Source: an optimization exercise on an open RTL-to-GDS flow (aim: small area, a short achievable clock period and few clock cycles per item). Production flows keep margins and buffers that such runs may drop. At most, simulation tests tie the RTL to the original design; equivalence was not proved.

==> v5 <==
==> flow/design.v <==
module dct8x8_cal_p #(
    parameter IW = 8
)(
    input  [8*IW-1:0]     din,
    output [8*(IW+1)-1:0] pout
);
wire signed [IW-1:0] i0 = din[0*IW +: IW];
wire signed [IW-1:0] i1 = din[1*IW +: IW];
wire signed [IW-1:0] i2 = din[2*IW +: IW];
wire signed [IW-1:0] i3 = din[3*IW +: IW];
wire signed [IW-1:0] i4 = din[4*IW +: IW];
wire signed [IW-1:0] i5 = din[5*IW +: IW];
wire signed [IW-1:0] i6 = din[6*IW +: IW];
wire signed [IW-1:0] i7 = din[7*IW +: IW];
wire signed [IW:0] p0 = i0 + i7;
wire signed [IW:0] p1 = i3 - i4;
wire signed [IW:0] p2 = i1 + i6;
wire signed [IW:0] p3 = i2 - i5;
wire signed [IW:0] p4 = i2 + i5;
wire signed [IW:0] p5 = i1 - i6;
wire signed [IW:0] p6 = i3 + i4;
wire signed [IW:0] p7 = i0 - i7;
assign pout = {p7, p6, p5, p4, p3, p2, p1, p0};
endmodule
module dct8x8_cal_q #(
    parameter PW = 9
)(
    input  [8*PW-1:0]     pin,
    output [8*(PW+1)-1:0] qout
);
wire signed [PW-1:0] p0 = pin[0*PW +: PW];
wire signed [PW-1:0] p1 = pin[1*PW +: PW];
wire signed [PW-1:0] p2 = pin[2*PW +: PW];
wire signed [PW-1:0] p3 = pin[3*PW +: PW];
wire signed [PW-1:0] p4 = pin[4*PW +: PW];
wire signed [PW-1:0] p5 = pin[5*PW +: PW];
wire signed [PW-1:0] p6 = pin[6*PW +: PW];
wire signed [PW-1:0] p7 = pin[7*PW +: PW];
wire signed [PW:0] q0 =  p0        +  p6;
wire signed [PW:0] q1 =  p1        - (p7 >>> 2);
wire signed [PW:0] q2 =  p2        +  p4;
wire signed [PW:0] q3 =  p3        + (p5 >>> 2);
wire signed [PW:0] q4 =  p2        -  p4;
wire signed [PW:0] q5 = (p3 >>> 2) -  p5;
wire signed [PW:0] q6 =  p0        -  p6;
wire signed [PW:0] q7 = (p1 >>> 2) +  p7;
assign qout = {q7, q6, q5, q4, q3, q2, q1, q0};
endmodule
module dct8x8_cal_t #(
    parameter QW = 10,
    parameter OW = 11
)(
    input  [8*QW-1:0] qin,
    output [8*OW-1:0] tout
);
wire signed [QW-1:0] q0 = qin[0*QW +: QW];
wire signed [QW-1:0] q1 = qin[1*QW +: QW];
wire signed [QW-1:0] q2 = qin[2*QW +: QW];
wire signed [QW-1:0] q3 = qin[3*QW +: QW];
wire signed [QW-1:0] q4 = qin[4*QW +: QW];
wire signed [QW-1:0] q5 = qin[5*QW +: QW];
wire signed [QW-1:0] q6 = qin[6*QW +: QW];
wire signed [QW-1:0] q7 = qin[7*QW +: QW];
wire signed [OW-1:0] t0 =  q0 + q2;
wire signed [OW-1:0] t1 =  q3 - q5 + q7 + (q7 >>> 1);
wire signed [OW-1:0] t2 = (q4 >>> 1) + q6;
wire signed [OW-1:0] t3 = -q1 - q3 - (q3 >>> 1) + q7;
wire signed [OW-1:0] t4 =  q0 - q2;
wire signed [OW-1:0] t5 =  q1 + q5 + (q5 >>> 1) + q7;
wire signed [OW-1:0] t6 = -q4 + (q6 >>> 1);
wire signed [OW-1:0] t7 = -q1 - (q1 >>> 1) + q3 + q5;
assign tout = {t7, t6, t5, t4, t3, t2, t1, t0};
endmodule
module dct8x8_buf_ctrl(
    input            clk,
    input            rst_n,
    input            in_valid,
    output wire      in_ready,
    output wire      out_valid,
    input            out_ready,
    output reg       m,
    output reg [7:0] mx,        
    output wire [3:0] en
);
reg [1:0] n;
reg [3:0] v;
wire exit_ok = ~v[3] | out_ready;
wire step    = exit_ok & in_valid;
assign in_ready  = exit_ok;
assign out_valid = v[3];
assign en[0] = exit_ok & (in_valid | (n == 2'd0));
assign en[1] = exit_ok & (in_valid | (n <= 2'd1));
assign en[2] = exit_ok & (in_valid | (n <= 2'd2));
assign en[3] = exit_ok;
always @(posedge clk or negedge rst_n) begin
    if (~rst_n) begin
        m <= 1'b0;
        mx <= 8'd0;
        n <= 2'd0;
        v <= 4'd0;
    end else if (step) begin
        n <= n + 2'd1;
        if (n == 2'd3) begin
            m <= ~m;
            mx <= ~mx;
            v <= 4'b1111;
        end else begin
            v <= {v[2:0], 1'b1};
        end
    end else if (exit_ok) begin
        case (n)
            2'd0: v <= {v[2:0], 1'b0};
            2'd1: v <= {v[2:1], 1'b0, v[0]};
            2'd2: v <= {v[2], 1'b0, v[1:0]};
            default: v <= {1'b0, v[2:0]};
        endcase
    end
end
endmodule
module dct8x8_buf_data #(
    parameter W = 11
)(
    input              clk,
    input              m,           
    input  [7:0]       mx,          
    input  [3:0]       en,          
    input  [8*W-1:0]   in_a,
    input  [8*W-1:0]   in_b,
    output [8*W-1:0]   out_a,
    output [8*W-1:0]   out_b
);
reg  [W-1:0] s [0:63];
genvar i, j;
generate
for (i = 0; i < 8; i = i + 1) begin : g_row
    for (j = 0; j < 8; j = j + 1) begin : g_col
        wire [W-1:0] src_h = (i >= 2) ? s[(i-2)*8+j] : ((i == 0) ? in_a[j*W +: W] : in_b[j*W +: W]);
        wire [W-1:0] src_v = (j >= 2) ? s[i*8+j-2]   : ((j == 0) ? in_a[i*W +: W] : in_b[i*W +: W]);
        wire         ce    = m ? en[j/2] : en[i/2];
        always @(posedge clk)
            if (ce) s[i*8+j] <= m ? src_v : src_h;
    end
end
for (i = 0; i < 8; i = i + 1) begin : g_out
    localparam integer SR = 6 - (i & 6) + (i & 1);
    assign out_a[i*W +: W] = mx[i] ? s[SR*8+6] : s[6*8+SR];
    assign out_b[i*W +: W] = mx[i] ? s[SR*8+7] : s[7*8+SR];
end
endgenerate
endmodule
module dct8x8_buf_top #(
    parameter W = 11
)(
    input            clk,
    input            rst_n,
    input            in_valid,
    output wire      in_ready,
    input  [8*W-1:0] in_a,
    input  [8*W-1:0] in_b,
    output wire      out_valid,
    input            out_ready,
    output [8*W-1:0] out_a,
    output [8*W-1:0] out_b
);
wire       m;
wire [7:0] mx;
wire [3:0] en;
dct8x8_buf_ctrl u_ctrl (
    .clk(clk), .rst_n(rst_n),
    .in_valid(in_valid), .in_ready(in_ready),
    .out_valid(out_valid), .out_ready(out_ready),
    .m(m), .mx(mx), .en(en)
);
dct8x8_buf_data #(.W(W)) u_data (
    .clk(clk), .m(m), .mx(mx), .en(en),
    .in_a(in_a), .in_b(in_b),
    .out_a(out_a), .out_b(out_b)
);
endmodule
module dct8x8_top#(parameter DATA_WIDTH  =  8)
(
input                               clk               ,
input                               rst_n             ,
input                               dct8x8_top_vld_i  ,
input  wire [DATA_WIDTH*16-1:0]     dct8x8_top_data_i ,
output wire                         dct8x8_top_rdy_i  ,
output wire                         dct8x8_top_vld_o  ,
output wire [(DATA_WIDTH+8)*16-1:0] dct8x8_top_data_o ,
input                               dct8x8_top_rdy_o
);
localparam ZW = 11;    
localparam QW = 13;    
localparam YW = 14;    
localparam PW = 9;     
reg  [16*PW-1:0] r0_p;
reg              r0_vld;
reg  [127:0]     sk_data;
reg              sk_vld;
wire             tp1_in_ready;
wire r0_free = ~r0_vld | tp1_in_ready;
wire accept  = dct8x8_top_vld_i & ~sk_vld;
assign dct8x8_top_rdy_i = ~sk_vld;
always @(posedge clk or negedge rst_n) begin
    if (~rst_n) begin
        r0_vld <= 1'b0;
        sk_vld <= 1'b0;
    end else begin
        if (r0_free)
            r0_vld <= sk_vld | accept;
        sk_vld <= ~r0_free & (sk_vld | accept);
    end
end
wire [127:0]     x_in = sk_vld ? sk_data : dct8x8_top_data_i;
wire [16*PW-1:0] p_in;
dct8x8_cal_p #(.IW(8)) u_row0_p (.din(x_in[63:0]),   .pout(p_in[8*PW-1:0]));
dct8x8_cal_p #(.IW(8)) u_row1_p (.din(x_in[127:64]), .pout(p_in[16*PW-1:8*PW]));
always @(posedge clk) begin
    if (r0_free)
        r0_p <= p_in;
    if (~sk_vld)
        sk_data <= dct8x8_top_data_i;
end
wire [8*ZW-1:0] za, zb;
wire [8*(PW+1)-1:0] rqa, rqb;
dct8x8_cal_q #(.PW(PW))               u_row0_q (.pin(r0_p[8*PW-1:0]),      .qout(rqa));
dct8x8_cal_q #(.PW(PW))               u_row1_q (.pin(r0_p[16*PW-1:8*PW]),  .qout(rqb));
dct8x8_cal_t #(.QW(PW+1), .OW(ZW))    u_row0_t (.qin(rqa), .tout(za));
dct8x8_cal_t #(.QW(PW+1), .OW(ZW))    u_row1_t (.qin(rqb), .tout(zb));
wire            tp1_out_valid;
wire            p1_ready;
wire [8*ZW-1:0] ca, cb;      
dct8x8_buf_top #(.W(ZW)) u_tp1 (
    .clk(clk), .rst_n(rst_n),
    .in_valid(r0_vld), .in_ready(tp1_in_ready),
    .in_a(za), .in_b(zb),
    .out_valid(tp1_out_valid), .out_ready(p1_ready),
    .out_a(ca), .out_b(cb)
);
wire [8*QW-1:0] qa_w, qb_w;
wire [8*(ZW+1)-1:0] cpa, cpb;
dct8x8_cal_p #(.IW(ZW))   u_col0_p (.din(ca),  .pout(cpa));
dct8x8_cal_p #(.IW(ZW))   u_col1_p (.din(cb),  .pout(cpb));
dct8x8_cal_q #(.PW(ZW+1)) u_col0_q (.pin(cpa), .qout(qa_w));
dct8x8_cal_q #(.PW(ZW+1)) u_col1_q (.pin(cpb), .qout(qb_w));
reg  [8*QW-1:0] qa, qb;
reg             p1_vld;
wire            tp2_in_ready;
assign p1_ready = ~p1_vld | tp2_in_ready;
always @(posedge clk or negedge rst_n) begin
    if (~rst_n)
        p1_vld <= 1'b0;
    else if (p1_ready)
        p1_vld <= tp1_out_valid;
end
always @(posedge clk) begin
    if (p1_ready) begin
        qa <= qa_w;
        qb <= qb_w;
    end
end
wire [8*YW-1:0] ya, yb;      
dct8x8_cal_t #(.QW(QW), .OW(YW)) u_col0_t (.qin(qa), .tout(ya));
dct8x8_cal_t #(.QW(QW), .OW(YW)) u_col1_t (.qin(qb), .tout(yb));
wire [8*YW-1:0] ya_p, yb_p;
genvar e;
generate
for (e = 0; e < 8; e = e + 1) begin : g_perm_in
    localparam integer SE = 6 - (e & 6) + (e & 1);
    assign ya_p[e*YW +: YW] = ya[SE*YW +: YW];
    assign yb_p[e*YW +: YW] = yb[SE*YW +: YW];
end
endgenerate
wire [8*YW-1:0] oa, ob;
dct8x8_buf_top #(.W(YW)) u_tp2 (
    .clk(clk), .rst_n(rst_n),
    .in_valid(p1_vld), .in_ready(tp2_in_ready),
    .in_a(ya_p), .in_b(yb_p),
    .out_valid(dct8x8_top_vld_o), .out_ready(dct8x8_top_rdy_o),
    .out_a(oa), .out_b(ob)
);
generate
for (e = 0; e < 8; e = e + 1) begin : g_out
    localparam integer SE = 6 - (e & 6) + (e & 1);
    assign dct8x8_top_data_o[16*e +: 16]       = {{2{oa[SE*YW+YW-1]}}, oa[SE*YW +: YW]};
    assign dct8x8_top_data_o[128 + 16*e +: 16] = {{2{ob[SE*YW+YW-1]}}, ob[SE*YW +: YW]};
end
endgenerate
endmodule
==> flow/run.sh <==
#!/bin/bash
# synth_recipe.tcl (not shown) runs the flow's synth.tcl, then flattens the netlist and writes it again
# the make line also repeats each setting of config.mk as NAME=value (left out here)
make -C /OpenROAD-flow-scripts/flow DESIGN_CONFIG=/design/flow/config.mk WORK_HOME=/design/flow/orfs CLKGATE_MAP_FILE= SYNTH_SCRIPT=/design/flow/synth_recipe.tcl finish
==> flow/config.mk <==
export PLATFORM = sky130hd
export DESIGN_NAME = dct8x8_top
export DESIGN_NICKNAME = dct8x8_top
export VERILOG_FILES = /design/flow/design.v
export SDC_FILE = /design/flow/constraint.sdc
export NUM_CORES = 4
export LEC_CHECK = 0
export ABC_CLOCK_PERIOD_IN_PS = 4000
export CAP_MARGIN = 20
export CORE_MARGIN = 2
export CORE_UTILIZATION = 50
export SETUP_SLACK_MARGIN = 5
export SLEW_MARGIN = 20
==> flow/constraint.sdc <==
create_clock -name core_clock -period 10.0 [get_ports {clk}]
set_input_delay 2.0000 -clock core_clock [delete_from_list [all_inputs] [get_ports {clk}]]
set_output_delay 2.0000 -clock core_clock [all_outputs]
set_load 0.01 [all_outputs]
==> v4 (differences from v5) <==
==> flow/design.v, changed modules only <==
module dct8x8_cal_pq #(
    parameter IW = 8
)(
    input  [8*IW-1:0]     din,
    output [8*(IW+2)-1:0] qout
);
wire signed [IW-1:0] i0 = din[0*IW +: IW];
wire signed [IW-1:0] i1 = din[1*IW +: IW];
wire signed [IW-1:0] i2 = din[2*IW +: IW];
wire signed [IW-1:0] i3 = din[3*IW +: IW];
wire signed [IW-1:0] i4 = din[4*IW +: IW];
wire signed [IW-1:0] i5 = din[5*IW +: IW];
wire signed [IW-1:0] i6 = din[6*IW +: IW];
wire signed [IW-1:0] i7 = din[7*IW +: IW];
wire signed [IW:0] p0 = i0 + i7;
wire signed [IW:0] p1 = i3 - i4;
wire signed [IW:0] p2 = i1 + i6;
wire signed [IW:0] p3 = i2 - i5;
wire signed [IW:0] p4 = i2 + i5;
wire signed [IW:0] p5 = i1 - i6;
wire signed [IW:0] p6 = i3 + i4;
wire signed [IW:0] p7 = i0 - i7;
wire signed [IW+1:0] q0 =  p0       +  p6;
wire signed [IW+1:0] q1 =  p1       - (p7 >>> 2);
wire signed [IW+1:0] q2 =  p2       +  p4;
wire signed [IW+1:0] q3 =  p3       + (p5 >>> 2);
wire signed [IW+1:0] q4 =  p2       -  p4;
wire signed [IW+1:0] q5 = (p3 >>> 2) -  p5;
wire signed [IW+1:0] q6 =  p0       -  p6;
wire signed [IW+1:0] q7 = (p1 >>> 2) +  p7;
assign qout = {q7, q6, q5, q4, q3, q2, q1, q0};
endmodule
module dct8x8_cal #(
    parameter IW = 8,
    parameter OW = 11
)(
    input  [8*IW-1:0] dct8x8_cal_data_in,
    output [8*OW-1:0] dct8x8_cal_data_out
);
wire [8*(IW+2)-1:0] q;
dct8x8_cal_pq #(.IW(IW)) u_pq (.din(dct8x8_cal_data_in), .qout(q));
dct8x8_cal_t #(.QW(IW+2), .OW(OW)) u_t (.qin(q), .tout(dct8x8_cal_data_out));
endmodule
module dct8x8_buf_ctrl(
    input            clk,
    input            rst_n,
    input            in_valid,
    output wire      in_ready,
    output wire      out_valid,
    input            out_ready,
    output reg       m,
    output wire [3:0] en
);
reg [1:0] n;
reg [3:0] v;
wire exit_ok = ~v[3] | out_ready;
wire step    = exit_ok & in_valid;
assign in_ready  = exit_ok;
assign out_valid = v[3];
assign en[0] = exit_ok & (in_valid | (n == 2'd0));
assign en[1] = exit_ok & (in_valid | (n <= 2'd1));
assign en[2] = exit_ok & (in_valid | (n <= 2'd2));
assign en[3] = exit_ok;
always @(posedge clk or negedge rst_n) begin
    if (~rst_n) begin
        m <= 1'b0;
        n <= 2'd0;
        v <= 4'd0;
    end else if (step) begin
        n <= n + 2'd1;
        if (n == 2'd3) begin
            m <= ~m;
            v <= 4'b1111;
        end else begin
            v <= {v[2:0], 1'b1};
        end
    end else if (exit_ok) begin
        case (n)
            2'd0: v <= {v[2:0], 1'b0};
            2'd1: v <= {v[2:1], 1'b0, v[0]};
            2'd2: v <= {v[2], 1'b0, v[1:0]};
            default: v <= {1'b0, v[2:0]};
        endcase
    end
end
endmodule
module dct8x8_buf_data #(
    parameter W = 11
)(
    input              clk,
    input              m,           
    input  [3:0]       en,          
    input  [8*W-1:0]   in_a,
    input  [8*W-1:0]   in_b,
    output [8*W-1:0]   out_a,
    output [8*W-1:0]   out_b
);
reg  [W-1:0] s [0:63];
genvar i, j;
generate
for (i = 0; i < 8; i = i + 1) begin : g_row
    for (j = 0; j < 8; j = j + 1) begin : g_col
        wire [W-1:0] src_h = (i >= 2) ? s[(i-2)*8+j] : ((i == 0) ? in_a[j*W +: W] : in_b[j*W +: W]);
        wire [W-1:0] src_v = (j >= 2) ? s[i*8+j-2]   : ((j == 0) ? in_a[i*W +: W] : in_b[i*W +: W]);
        wire         ce    = m ? en[j/2] : en[i/2];
        always @(posedge clk)
            if (ce) s[i*8+j] <= m ? src_v : src_h;
    end
end
for (i = 0; i < 8; i = i + 1) begin : g_out
    localparam integer SR = 6 - (i & 6) + (i & 1);
    assign out_a[i*W +: W] = m ? s[SR*8+6] : s[6*8+SR];
    assign out_b[i*W +: W] = m ? s[SR*8+7] : s[7*8+SR];
end
endgenerate
endmodule
module dct8x8_buf_top #(
    parameter W = 11
)(
    input            clk,
    input            rst_n,
    input            in_valid,
    output wire      in_ready,
    input  [8*W-1:0] in_a,
    input  [8*W-1:0] in_b,
    output wire      out_valid,
    input            out_ready,
    output [8*W-1:0] out_a,
    output [8*W-1:0] out_b
);
wire       m;
wire [3:0] en;
dct8x8_buf_ctrl u_ctrl (
    .clk(clk), .rst_n(rst_n),
    .in_valid(in_valid), .in_ready(in_ready),
    .out_valid(out_valid), .out_ready(out_ready),
    .m(m), .en(en)
);
dct8x8_buf_data #(.W(W)) u_data (
    .clk(clk), .m(m), .en(en),
    .in_a(in_a), .in_b(in_b),
    .out_a(out_a), .out_b(out_b)
);
endmodule
module dct8x8_top#(parameter DATA_WIDTH  =  8)
(
input                               clk               ,
input                               rst_n             ,
input                               dct8x8_top_vld_i  ,
input  wire [DATA_WIDTH*16-1:0]     dct8x8_top_data_i ,
output wire                         dct8x8_top_rdy_i  ,
output wire                         dct8x8_top_vld_o  ,
output wire [(DATA_WIDTH+8)*16-1:0] dct8x8_top_data_o ,
input                               dct8x8_top_rdy_o
);
localparam ZW = 11;    
localparam QW = 13;    
localparam YW = 14;    
reg  [127:0] r0_data;
reg          r0_vld;
reg  [127:0] sk_data;
reg          sk_vld;
wire         tp1_in_ready;
wire r0_free = ~r0_vld | tp1_in_ready;
wire accept  = dct8x8_top_vld_i & ~sk_vld;
assign dct8x8_top_rdy_i = ~sk_vld;
always @(posedge clk or negedge rst_n) begin
    if (~rst_n) begin
        r0_vld <= 1'b0;
        sk_vld <= 1'b0;
    end else begin
        if (r0_free)
            r0_vld <= sk_vld | accept;
        sk_vld <= ~r0_free & (sk_vld | accept);
    end
end
always @(posedge clk) begin
    if (r0_free)
        r0_data <= sk_vld ? sk_data : dct8x8_top_data_i;
    if (~sk_vld)
        sk_data <= dct8x8_top_data_i;
end
wire [8*ZW-1:0] za, zb;
dct8x8_cal #(.IW(8), .OW(ZW)) u_row0 (.dct8x8_cal_data_in(r0_data[63:0]),   .dct8x8_cal_data_out(za));
dct8x8_cal #(.IW(8), .OW(ZW)) u_row1 (.dct8x8_cal_data_in(r0_data[127:64]), .dct8x8_cal_data_out(zb));
wire            tp1_out_valid;
wire            p1_ready;
wire [8*ZW-1:0] ca, cb;      
dct8x8_buf_top #(.W(ZW)) u_tp1 (
    .clk(clk), .rst_n(rst_n),
    .in_valid(r0_vld), .in_ready(tp1_in_ready),
    .in_a(za), .in_b(zb),
    .out_valid(tp1_out_valid), .out_ready(p1_ready),
    .out_a(ca), .out_b(cb)
);
wire [8*QW-1:0] qa_w, qb_w;
dct8x8_cal_pq #(.IW(ZW)) u_col0_pq (.din(ca), .qout(qa_w));
dct8x8_cal_pq #(.IW(ZW)) u_col1_pq (.din(cb), .qout(qb_w));
reg  [8*QW-1:0] qa, qb;
reg             p1_vld;
wire            tp2_in_ready;
assign p1_ready = ~p1_vld | tp2_in_ready;
always @(posedge clk or negedge rst_n) begin
    if (~rst_n)
        p1_vld <= 1'b0;
    else if (p1_ready)
        p1_vld <= tp1_out_valid;
end
always @(posedge clk) begin
    if (p1_ready) begin
        qa <= qa_w;
        qb <= qb_w;
    end
end
wire [8*YW-1:0] ya, yb;      
dct8x8_cal_t #(.QW(QW), .OW(YW)) u_col0_t (.qin(qa), .tout(ya));
dct8x8_cal_t #(.QW(QW), .OW(YW)) u_col1_t (.qin(qb), .tout(yb));
wire [8*YW-1:0] ya_p, yb_p;
genvar e;
generate
for (e = 0; e < 8; e = e + 1) begin : g_perm_in
    localparam integer SE = 6 - (e & 6) + (e & 1);
    assign ya_p[e*YW +: YW] = ya[SE*YW +: YW];
    assign yb_p[e*YW +: YW] = yb[SE*YW +: YW];
end
endgenerate
wire [8*YW-1:0] oa, ob;
dct8x8_buf_top #(.W(YW)) u_tp2 (
    .clk(clk), .rst_n(rst_n),
    .in_valid(p1_vld), .in_ready(tp2_in_ready),
    .in_a(ya_p), .in_b(yb_p),
    .out_valid(dct8x8_top_vld_o), .out_ready(dct8x8_top_rdy_o),
    .out_a(oa), .out_b(ob)
);
generate
for (e = 0; e < 8; e = e + 1) begin : g_out
    localparam integer SE = 6 - (e & 6) + (e & 1);
    assign dct8x8_top_data_o[16*e +: 16]       = {{2{oa[SE*YW+YW-1]}}, oa[SE*YW +: YW]};
    assign dct8x8_top_data_o[128 + 16*e +: 16] = {{2{ob[SE*YW+YW-1]}}, ob[SE*YW +: YW]};
end
endgenerate
endmodule
// module dct8x8_cal_p removed
// module dct8x8_cal_q removed
ABC_CLOCK_PERIOD_IN_PS = unset   (was 4000)
CORE_UTILIZATION = 40   (was 50)
SETUP_SLACK_MARGIN = unset   (was 5)
==> key figures <==
Status
  – Status: no timing/DRC/antenna violations

Cells and area
  – Multi-input gate area: 0.0715 sq mm

Clock tree
  – Sink Count: 2101

Placement
  – DP HPWL: 269000 microns
the above is filed under v5

==> key figures <==
Worst hold path
  – Worst hold path class: reg -> reg

Placement
  – DP HPWL: between 200000 and 300000 microns

STA
  – Slew headroom: 20.9%

Status
  – Status: no timing/DRC/antenna violations

Yosys
  – Ys Warns: 6

Cells and area
  – Multi-input gate area: 0.0651 sq mm
the above is filed under v4

Testbench counts of v4, summed over its fixed seeds: cycles 2,128, items 512.
Only the layout flow was run in v5; the RTL was not checked for function there.

## afterwards: timing with drivers on the ports
How much do the figures lean on ideal ports? The routed layouts below were timed once more, with nothing changed but the port constraints.
Step 1, drivers: a clkbuf_16 drives clk and a buf_2 each remaining input, both assumed.
Step 2 also shifts input and output timing later by t, the mid clock arrival at the registers, as if the neighbouring blocks saw the same clock.
Slacks: ideal ports / drivers / drivers and shift; pairs: ideal ports / drivers.
| run | t (ns) | setup slack, ns | worst hold slack (ns) | worst register clock-pin slew, ns | worst slew at a driven data input, ns |
|---|---|---|---|---|---|
| v5 | 0.980 | 5.112 / 5.112 / 4.440 | 0.490 / 0.490 / 0.490 | 0.07 / 0.07 | 0.05 |
| v4 | 0.978 | 2.503 / 2.503 / 2.503 | 0.471 / 0.471 / 0.471 | 0.08 / 0.08 | 0.06 |
After both steps every run listed still meets setup and hold. The setup slack of v5, which loses most, moves by 0.000 ns with the drivers and by -0.672 ns with both steps.
